This is an optimization exercise on Yosys and OpenROAD, whose aim is small area and a short achievable clock period, not a production implementation.
Function was checked by simulation only, so behaviour that the tests miss may differ from the original.
Power is estimated from default activity; no workload was simulated.

==> job 5840: inputs <==
==> flow/design.v <==
module add32 (
    input  [31:0] a,
    input  [31:0] b,
    input         ci,
    output [31:0] s,
    output        co
);
  wire [31:0] p0 = a ^ b;
  wire [31:0] g0 = (a & b) | {31'b0, p0[0] & ci};
  wire [31:0] g [0:5];
  wire [31:0] p [0:5];
  assign g[0] = g0;
  assign p[0] = p0;
  genvar l, i;
  generate
    for (l = 0; l < 5; l = l + 1) begin : lv
      for (i = 0; i < 32; i = i + 1) begin : bt
        if ((i >> l) & 1) begin : m
          localparam integer J = ((i >> l) << l) - 1;
          assign g[l+1][i] = g[l][i] | (p[l][i] & g[l][J]);
          assign p[l+1][i] = p[l][i] & p[l][J];
        end else begin : t
          assign g[l+1][i] = g[l][i];
          assign p[l+1][i] = p[l][i];
        end
      end
    end
  endgenerate
  assign s  = p0 ^ {g[5][30:0], ci};
  assign co = g[5][31];
endmodule
module riscv_sc_top (
    input         clk,
    input         rst,
    output [31:0] imem_addr,
    input  [31:0] imem_data,
    output        dmem_re,
    output [3:0]  dmem_wmask,
    output [31:0] dmem_addr,
    output [31:0] dmem_wdata,
    input  [31:0] dmem_rdata
);
  wire [31:0] ins = imem_data;
  wire [4:0]  op  = ins[6:2];
  wire [2:0]  f3  = ins[14:12];
  wire        b30 = ins[30];
  wire [4:0]  rs1 = ins[19:15];
  wire [4:0]  rs2 = ins[24:20];
  wire [4:0]  rd  = ins[11:7];
  wire is_op    = op == 5'b01100;
  wire is_opimm = op == 5'b00100;
  wire is_load  = op == 5'b00000;
  wire is_store = op == 5'b01000;
  wire is_br    = op == 5'b11000;
  wire is_jalop = op == 5'b11011;
  wire is_jalrop= op == 5'b11001;
  wire is_lui   = op == 5'b01101;
  wire is_auipc = op == 5'b00101;
  wire arith    = (is_op | is_opimm) & ~b30;          
  wire f_sub    = is_op & b30 & (f3 == 3'b000);
  wire f_sra    = (is_op | is_opimm) & b30 & (f3 == 3'b101);
  wire f_sll    = arith & (f3 == 3'b001);
  wire f_slt    = arith & (f3[2:1] == 2'b01);         
  wire f_xor    = arith & (f3 == 3'b100);
  wire f_srl    = arith & (f3 == 3'b101);
  wire f_or     = arith & (f3 == 3'b110);
  wire f_and    = arith & (f3 == 3'b111);
  wire f_br     = is_br & (f3[2:1] != 2'b01);
  wire f_shift  = f_sll | f_srl | f_sra;
  wire ld_b     = is_load & ~b30 & (f3 == 3'b000);
  wire ld_h     = is_load & ~b30 & (f3 == 3'b001);
  wire ld_w     = is_load & ~b30 & (f3 == 3'b010);
  wire ld_bu    = is_load & ~b30 & (f3 == 3'b110);
  wire ld_hu    = is_load & ~b30 & (f3 == 3'b101);
  wire ld       = ld_b | ld_h | ld_w | ld_bu | ld_hu;
  wire st_b     = is_store & ~b30 & (f3 == 3'b000);
  wire st_h     = is_store & ~b30 & (f3 == 3'b001);
  wire st_w     = is_store & ~b30 & (f3 == 3'b010);
  wire jal      = is_jalop & ~b30 & (f3 == 3'b000);
  wire jalrev   = is_jalop &  b30 & (f3 == 3'b111);
  wire jalr     = is_jalrop & ~b30 & (f3 == 3'b000);
  wire use_imm  = is_lui | is_auipc | jal | jalrev | jalr | ld | st_b | st_h | st_w
                | (is_opimm & (~b30 | (f3 == 3'b000) | (f3 == 3'b101)));
  wire i11 = ins[1:0] == 2'b11;
  wire im_i = i11 & (is_opimm | is_load | is_jalrop);
  wire im_s = i11 & is_store;
  wire im_b = i11 & is_br;
  wire im_u = i11 & (is_lui | is_auipc);
  wire im_j = i11 & is_jalop;
  wire [31:0] imm =
      ({32{im_i}} & {{20{ins[31]}}, ins[31:20]})
    | ({32{im_s}} & {{20{ins[31]}}, ins[31:25], ins[11:7]})
    | ({32{im_b}} & {{20{ins[31]}}, ins[7], ins[30:25], ins[11:8], 1'b0})
    | ({32{im_u}} & {ins[31:12], 12'b0})
    | ({32{im_j}} & {{12{ins[31]}}, ins[19:12], ins[20], ins[30:21], 1'b0});
  reg  [31:0] pc;
  reg  [31:0] rf [1:31];
  reg  [31:1] vld;
  wire [31:0] wd;
  wire [31:1] we;
  wire [31:1] s1, s2;
  wire [32*32-1:0] rfv;
  assign rfv[31:0] = 32'b0;
  genvar g;
  generate
    for (g = 1; g < 32; g = g + 1) begin : word
      assign we[g] = rd == g;
      assign s1[g] = (rs1 == g) & vld[g];
      assign s2[g] = (rs2 == g) & vld[g];
      always @(posedge clk)
        if (we[g]) rf[g] <= wd;
      assign rfv[g*32 +: 32] = rf[g];
    end
  endgenerate
  always @(posedge clk or posedge rst)
    if (rst) vld <= 31'b0;
    else     vld <= vld | we;
  wire [31:0] ra_n, rb_n;
  rf_read rd1 (.s(s1), .d(rfv), .qn(ra_n));
  rf_read rd2 (.s(s2), .d(rfv), .qn(rb_n));
  wire [31:0] ra = ~ra_n;
  wire [31:0] rb = ~rb_n;
  wire        subi  = f_slt & is_opimm;
  wire [31:0] immx  = jalr ? imm + 32'd4 : imm;
  wire [32:0] sumi;
  add32 addi_u (.a(ra), .b(immx ^ {32{subi}}), .ci(subi), .s(sumi[31:0]), .co(sumi[32]));
  wire        subr  = f_sub | (f_slt & is_op) | f_br;
  wire [32:0] sumr;
  add32 addr_u (.a(ra), .b(rb ^ {32{subr}}), .ci(subr), .s(sumr[31:0]), .co(sumr[32]));
  wire        ltu_r = ~sumr[32];
  wire        ltu_i = ~sumi[32];
  wire        lts   = (ra[31] ^ rb[31]) ? ra[31] : ltu_r;
  wire        eq    = ra == rb;
  wire        cnd   = f3[2] ? (f3[1] ? ltu_r : lts) : eq;
  wire        taken = f_br & (cnd ^ f3[0]);
  wire [31:0] B = use_imm ? imm : rb;
  function [31:0] rev32;
    input [31:0] v;
    integer j;
    begin
      for (j = 0; j < 32; j = j + 1) rev32[j] = v[31 - j];
    end
  endfunction
  wire [31:0] sh_in  = f_sll ? rev32(ra) : ra;
  wire [63:0] sh_ext = {{32{f_sra & ra[31]}}, sh_in};
  wire [63:0] sh_r   = sh_ext >> B[4:0];
  wire [31:0] sh_out = f_sll ? rev32(sh_r[31:0]) : sh_r[31:0];
  wire [31:0] ldv =
      ld_w ? dmem_rdata :
      (ld_h | ld_hu) ? {{16{ld_h & dmem_rdata[15]}}, dmem_rdata[15:0]} :
                       {{24{ld_b & dmem_rdata[7]}}, dmem_rdata[7:0]};
  wire [31:0] pc_imm = pc + imm;
  wire [31:0] pc4    = pc + 32'd4;
  wire other   = is_lui | jal | jalr | ld | f_shift | f_xor | f_or | f_and | f_slt | f_br;
  wire sel_si  = ~other & use_imm;
  wire sel_sr  = ~other & ~use_imm;
  wire slt_v   = f_slt & (is_opimm ? ltu_i : ltu_r);
  assign wd = ({32{is_lui}} & imm)
            | ({32{taken}} & pc_imm)
            | ({32{jal | jalr}} & pc)
            | ({32{ld}} & ldv)
            | ({32{f_shift}} & sh_out)
            | ({32{f_xor}} & (ra ^ B))
            | ({32{f_or}} & (ra | B))
            | ({32{f_and}} & (ra & B))
            | {31'b0, slt_v}
            | ({32{sel_si}} & sumi[31:0])
            | ({32{sel_sr}} & sumr[31:0]);
  wire [31:0] pc_next = (taken | jal | jalrev) ? pc_imm :
                        jalr ? sumi[31:0] : pc4;
  always @(posedge clk or posedge rst)
    if (rst) pc <= 32'b0;
    else     pc <= pc_next;
  assign imem_addr  = pc;
  assign dmem_re    = ld;
  assign dmem_wmask = st_w ? 4'b1111 : st_h ? 4'b0011 : st_b ? 4'b0001 : 4'b0000;
  assign dmem_addr  = sumi[31:0];
  assign dmem_wdata = rb;
endmodule
module rf_read (
    input  [31:1]        s,
    input  [32*32-1:0]   d,
    output [31:0]        qn
);
  genvar b, j;
  generate
    for (b = 0; b < 32; b = b + 1) begin : bt
      wire [10:0] n;
      for (j = 0; j < 10; j = j + 1) begin : grp
        rf_aoi222 u (
          .a0(s[3*j+1]), .b0(d[(3*j+1)*32+b]),
          .a1(s[3*j+2]), .b1(d[(3*j+2)*32+b]),
          .a2(s[3*j+3]), .b2(d[(3*j+3)*32+b]),
          .y(n[j]));
      end
      assign n[10] = ~(s[31] & d[31*32+b]);
      rf_and11 o (.a(n), .y(qn[b]));
    end
  endgenerate
endmodule
module rf_aoi222 (input a0, b0, a1, b1, a2, b2, output y);
  assign y = ~((a0 & b0) | (a1 & b1) | (a2 & b2));
endmodule
module rf_and11 (input [10:0] a, output y);
  assign y = &a;
endmodule
==> flow/run.sh <==
#!/bin/bash
# synth_recipe.tcl (not shown) runs the flow's synth.tcl, then flattens the netlist and writes it again
# the make line also repeats each setting of config.mk as NAME=value (left out here)
make -C /OpenROAD-flow-scripts/flow DESIGN_CONFIG=/design/flow/config.mk WORK_HOME=/design/flow/orfs CLKGATE_MAP_FILE= SYNTH_SCRIPT=/design/flow/synth_recipe.tcl finish
==> flow/config.mk <==
export PLATFORM = sky130hd
export DESIGN_NAME = riscv_sc_top
export DESIGN_NICKNAME = riscv_sc_top
export VERILOG_FILES = /design/flow/design.v
export SDC_FILE = /design/flow/constraint.sdc
export NUM_CORES = 4
export LEC_CHECK = 0
export CAP_MARGIN = 20
export CORE_MARGIN = 2
export CORE_UTILIZATION = 55
export PLACE_DENSITY = 0.65
export SETUP_SLACK_MARGIN = 3.0
export SLEW_MARGIN = 20
export SYNTH_HIERARCHICAL = 1
export TNS_END_PERCENT = 5
==> flow/constraint.sdc <==
create_clock -name core_clock -period 11.0 [get_ports {clk}]
set_input_delay 2.2000 -clock core_clock [delete_from_list [all_inputs] [get_ports {clk}]]
set_output_delay 2.2000 -clock core_clock [all_outputs]
set_load 0.01 [all_outputs]
==> job 3776: changes against job 5840 <==
--- a/flow/design.v
+++ b/flow/design.v
@@ -1,10 +1,11 @@
 module add32 (
-    input  [31:0] a,
+    input  [31:0] an,
     input  [31:0] b,
     input         ci,
     output [31:0] s,
     output        co
 );
+  wire [31:0] a  = ~an;
   wire [31:0] p0 = a ^ b;
   wire [31:0] g0 = (a & b) | {31'b0, p0[0] & ci};
   wire [31:0] g [0:5];
@@ -28,6 +29,66 @@
   endgenerate
   assign s  = p0 ^ {g[5][30:0], ci};
   assign co = g[5][31];
+endmodule
+module add32f (
+    input  [31:0] an,
+    input  [31:0] b,
+    input         ci,
+    output [31:0] s,
+    output        co
+);
+  wire [31:0] a  = ~an;
+  wire [31:0] x  = a ^ b;
+  wire [31:0] g [0:5];
+  wire [31:0] t [0:5];
+  assign g[0] = {a[31:1] & b[31:1], (a[0] & b[0]) | (x[0] & ci)};
+  assign t[0] = a | b;
+  genvar l, i;
+  generate
+    for (l = 0; l < 5; l = l + 1) begin : lv
+      for (i = 0; i < 32; i = i + 1) begin : bt
+        localparam FIN = (i < (2 << l));
+        if (i >= (1 << l)) begin : m
+          localparam integer J = i - (1 << l);
+          if (l % 2 == 0 && FIN) begin : ag
+            pfx_aoi_g u (.gi(g[l][i]), .ti(t[l][i]), .gj(g[l][J]), .y(g[l+1][i]));
+            assign t[l+1][i] = 1'b0;
+          end else if (l % 2 == 0) begin : agt
+            pfx_aoi_gt u (.gi(g[l][i]), .ti(t[l][i]), .gj(g[l][J]), .tj(t[l][J]),
+                          .gy(g[l+1][i]), .ty(t[l+1][i]));
+          end else if (FIN) begin : og
+            pfx_oai_g u (.gi(g[l][i]), .ti(t[l][i]), .gj(g[l][J]), .y(g[l+1][i]));
+            assign t[l+1][i] = 1'b0;
+          end else begin : ogt
+            pfx_oai_gt u (.gi(g[l][i]), .ti(t[l][i]), .gj(g[l][J]), .tj(t[l][J]),
+                          .gy(g[l+1][i]), .ty(t[l+1][i]));
+          end
+        end else begin : p
+          pfx_inv ug (.a(g[l][i]), .y(g[l+1][i]));
+          assign t[l+1][i] = 1'b0;
+        end
+      end
+    end
+  endgenerate
+  assign s  = ~(x ^ {g[5][30:0], ~ci});
+  assign co = ~g[5][31];
+endmodule
+module pfx_aoi_g (input gi, ti, gj, output y);
+  assign y = ~(gi | (ti & gj));
+endmodule
+module pfx_aoi_gt (input gi, ti, gj, tj, output gy, ty);
+  assign gy = ~(gi | (ti & gj));
+  assign ty = ~(ti & tj);
+endmodule
+module pfx_oai_g (input gi, ti, gj, output y);
+  assign y = ~(gi & (ti | gj));
+endmodule
+module pfx_oai_gt (input gi, ti, gj, tj, output gy, ty);
+  assign gy = ~(gi & (ti | gj));
+  assign ty = ~(ti | tj);
+endmodule
+module pfx_inv (input a, output y);
+  assign y = ~a;
 endmodule
 module riscv_sc_top (
     input         clk,
@@ -105,8 +166,6 @@
   generate
     for (g = 1; g < 32; g = g + 1) begin : word
       assign we[g] = rd == g;
-      assign s1[g] = (rs1 == g) & vld[g];
-      assign s2[g] = (rs2 == g) & vld[g];
       always @(posedge clk)
         if (we[g]) rf[g] <= wd;
       assign rfv[g*32 +: 32] = rf[g];
@@ -115,18 +174,21 @@
   always @(posedge clk or posedge rst)
     if (rst) vld <= 31'b0;
     else     vld <= vld | we;
-  wire [31:0] ra_n, rb_n;
-  rf_read rd1 (.s(s1), .d(rfv), .qn(ra_n));
-  rf_read rd2 (.s(s2), .d(rfv), .qn(rb_n));
-  wire [31:0] ra = ~ra_n;
+  rs_dec dc1 (.r(rs1), .v(vld), .s(s1));
+  rs_dec dc2 (.r(rs2), .v(vld), .s(s2));
+  wire [31:0] ra_n, ra_n2, rb_n;
+  rf_read rd1 (.s(s1), .d(rfv), .qn(ra_n), .qn2(ra_n2));
+  rf_read rd2 (.s(s2), .d(rfv), .qn(rb_n), .qn2());
+  wire [31:0] ra = ~ra_n2;
   wire [31:0] rb = ~rb_n;
   wire        subi  = f_slt & is_opimm;
-  wire [31:0] immx  = jalr ? imm + 32'd4 : imm;
+  wire [12:0] ij4   = {ins[31], ins[31:20]} + 13'd4;      
+  wire [31:0] immx  = ~jalr ? imm : i11 ? {{19{ij4[12]}}, ij4} : 32'd4;
   wire [32:0] sumi;
-  add32 addi_u (.a(ra), .b(immx ^ {32{subi}}), .ci(subi), .s(sumi[31:0]), .co(sumi[32]));
+  add32f addi_u (.an(ra_n), .b(immx ^ {32{subi}}), .ci(subi), .s(sumi[31:0]), .co(sumi[32]));
   wire        subr  = f_sub | (f_slt & is_op) | f_br;
   wire [32:0] sumr;
-  add32 addr_u (.a(ra), .b(rb ^ {32{subr}}), .ci(subr), .s(sumr[31:0]), .co(sumr[32]));
+  add32 addr_u (.an(ra_n2), .b(rb ^ {32{subr}}), .ci(subr), .s(sumr[31:0]), .co(sumr[32]));
   wire        ltu_r = ~sumr[32];
   wire        ltu_i = ~sumi[32];
   wire        lts   = (ra[31] ^ rb[31]) ? ra[31] : ltu_r;
@@ -149,7 +211,9 @@
       ld_w ? dmem_rdata :
       (ld_h | ld_hu) ? {{16{ld_h & dmem_rdata[15]}}, dmem_rdata[15:0]} :
                        {{24{ld_b & dmem_rdata[7]}}, dmem_rdata[7:0]};
-  wire [31:0] pc_imm = pc + imm;
+  wire [20:0] tim    = ({21{im_b}} & {{9{ins[31]}}, ins[7], ins[30:25], ins[11:8], 1'b0})
+                     | ({21{im_j}} & {ins[31], ins[19:12], ins[20], ins[30:21], 1'b0});
+  wire [31:0] pc_imm = pc + {{11{tim[20]}}, tim};
   wire [31:0] pc4    = pc + 32'd4;
   wire other   = is_lui | jal | jalr | ld | f_shift | f_xor | f_or | f_and | f_slt | f_br;
   wire sel_si  = ~other & use_imm;
@@ -180,12 +244,14 @@
 module rf_read (
     input  [31:1]        s,
     input  [32*32-1:0]   d,
-    output [31:0]        qn
+    output [31:0]        qn,
+    output [31:0]        qn2
 );
   genvar b, j;
   generate
     for (b = 0; b < 32; b = b + 1) begin : bt
       wire [10:0] n;
+      wire [2:0]  p;
       for (j = 0; j < 10; j = j + 1) begin : grp
         rf_aoi222 u (
           .a0(s[3*j+1]), .b0(d[(3*j+1)*32+b]),
@@ -194,13 +260,45 @@
           .y(n[j]));
       end
       assign n[10] = ~(s[31] & d[31*32+b]);
-      rf_and11 o (.a(n), .y(qn[b]));
+      rf_nand4 o0 (.a(n[3:0]), .y(p[0]));
+      rf_nand4 o1 (.a(n[7:4]), .y(p[1]));
+      rf_nand4 o2 (.a({1'b1, n[10:8]}), .y(p[2]));
+      rf_nor3  f1 (.a(p), .y(qn[b]));
+      rf_nor3  f2 (.a(p), .y(qn2[b]));
     end
   endgenerate
 endmodule
 module rf_aoi222 (input a0, b0, a1, b1, a2, b2, output y);
   assign y = ~((a0 & b0) | (a1 & b1) | (a2 & b2));
 endmodule
-module rf_and11 (input [10:0] a, output y);
-  assign y = &a;
-endmodule
+module rf_nand4 (input [3:0] a, output y);
+  assign y = ~&a;
+endmodule
+module rf_nor3 (input [2:0] a, output y);
+  assign y = ~|a;
+endmodule
+module rs_dec (
+    input  [4:0]  r,
+    input  [31:1] v,
+    output [31:1] s
+);
+  wire [3:0] lo;
+  wire [7:0] hi;
+  rs_dec2 dl (.a(r[1:0]), .y(lo));
+  rs_dec3 dh (.a(r[4:2]), .y(hi));
+  genvar g;
+  generate
+    for (g = 1; g < 32; g = g + 1) begin : w
+      rs_and3 u (.a(lo[g % 4]), .b(hi[g / 4]), .c(v[g]), .y(s[g]));
+    end
+  endgenerate
+endmodule
+module rs_dec2 (input [1:0] a, output [3:0] y);
+  assign y = 4'b1 << a;
+endmodule
+module rs_dec3 (input [2:0] a, output [7:0] y);
+  assign y = 8'b1 << a;
+endmodule
+module rs_and3 (input a, b, c, output y);
+  assign y = a & b & c;
+endmodule
==> flow/flow/run.sh (new file) <==
#!/bin/bash
# The standard layout, with the port buffers that buffer_ports inserts made
# plain buffers (sky130_fd_sc_hd__buf_2) instead of the default delay cells.
set -e
export BUFFER_PORTS_ARGS="-buffer_cell sky130_fd_sc_hd__buf_2"
bash standard.sh > standard.log 2>&1
==> flow/standard.sh (new file) <==
#!/bin/bash
# synth_recipe.tcl (not shown) runs the flow's synth.tcl, then flattens the netlist and writes it again
# the make line also repeats each setting of config.mk as NAME=value (left out here)
make -C /OpenROAD-flow-scripts/flow DESIGN_CONFIG=/design/flow/config.mk WORK_HOME=/design/flow/orfs CLKGATE_MAP_FILE= SYNTH_SCRIPT=/design/flow/synth_recipe.tcl "${@:-finish}"
CTS_BUF_LIST = sky130_fd_sc_hd__clkbuf_4   (was not set)
CTS_CLUSTER_SIZE = 40   (was not set)
PLACE_DENSITY = 0.78   (was 0.65)
SETUP_SLACK_MARGIN = 2.6   (was 3.0)
removed: flow/run.sh
==> run notes <==
- Status: no timing/DRC/antenna violations
- Area occupied by multi-input gates: 0.0246 mm²
- Synthesized instance count: 4441
- Clock share of power: 28.0%
- Fraction of final layout cells sized beyond drive strength 1: 25.1%
- DR pass1 iterations: 17
- Seq group: 5.21 mW
[end of results for job 3776]
==> run notes <==
- Synthesized instance count: 4248
- Fin crit period: 9.11 ns
- Pwr top: sequential cells
- Status: no timing/DRC/antenna violations
- DR pass1 iterations: 15
- Area occupied by multi-input gates: 0.0243 mm²
- Clock share of power: 26.4%
- Fraction of final layout cells sized beyond drive strength 1: 25.6%
- Seq group: 5.43 mW
[end of results for job 5840]

-- separate check: timing with driven ports --
No port has a modelled driver above. Below, the same layouts with a new extraction and two added sets of constraints. Step 1 assumes that a clkbuf_16 drives the clock port and a buf_2 every other input. Step 2, shift: input delay + t, output delay - t, t = (earliest + latest rising clock arrival at the registers) / 2. This alone moves slack from input paths to output paths. Slacks: ideal ports / drivers / drivers and shift; pairs: ideal ports / drivers.
| run | t, ns | slack for setup (ns) | worst slew at a driven data input, ns |
|---|---|---|---|
| job 5840 | 0.786 | 1.890 / 1.670 / 1.373 | 0.26 |
| job 3776 | 1.264 | 2.342 / 2.313 / 1.370 | 0.07 |
After both steps every run listed still meets setup and hold. For job 3776, which loses most, drivers alone change the setup slack by -0.029 ns; drivers and shift together by -0.972 ns.
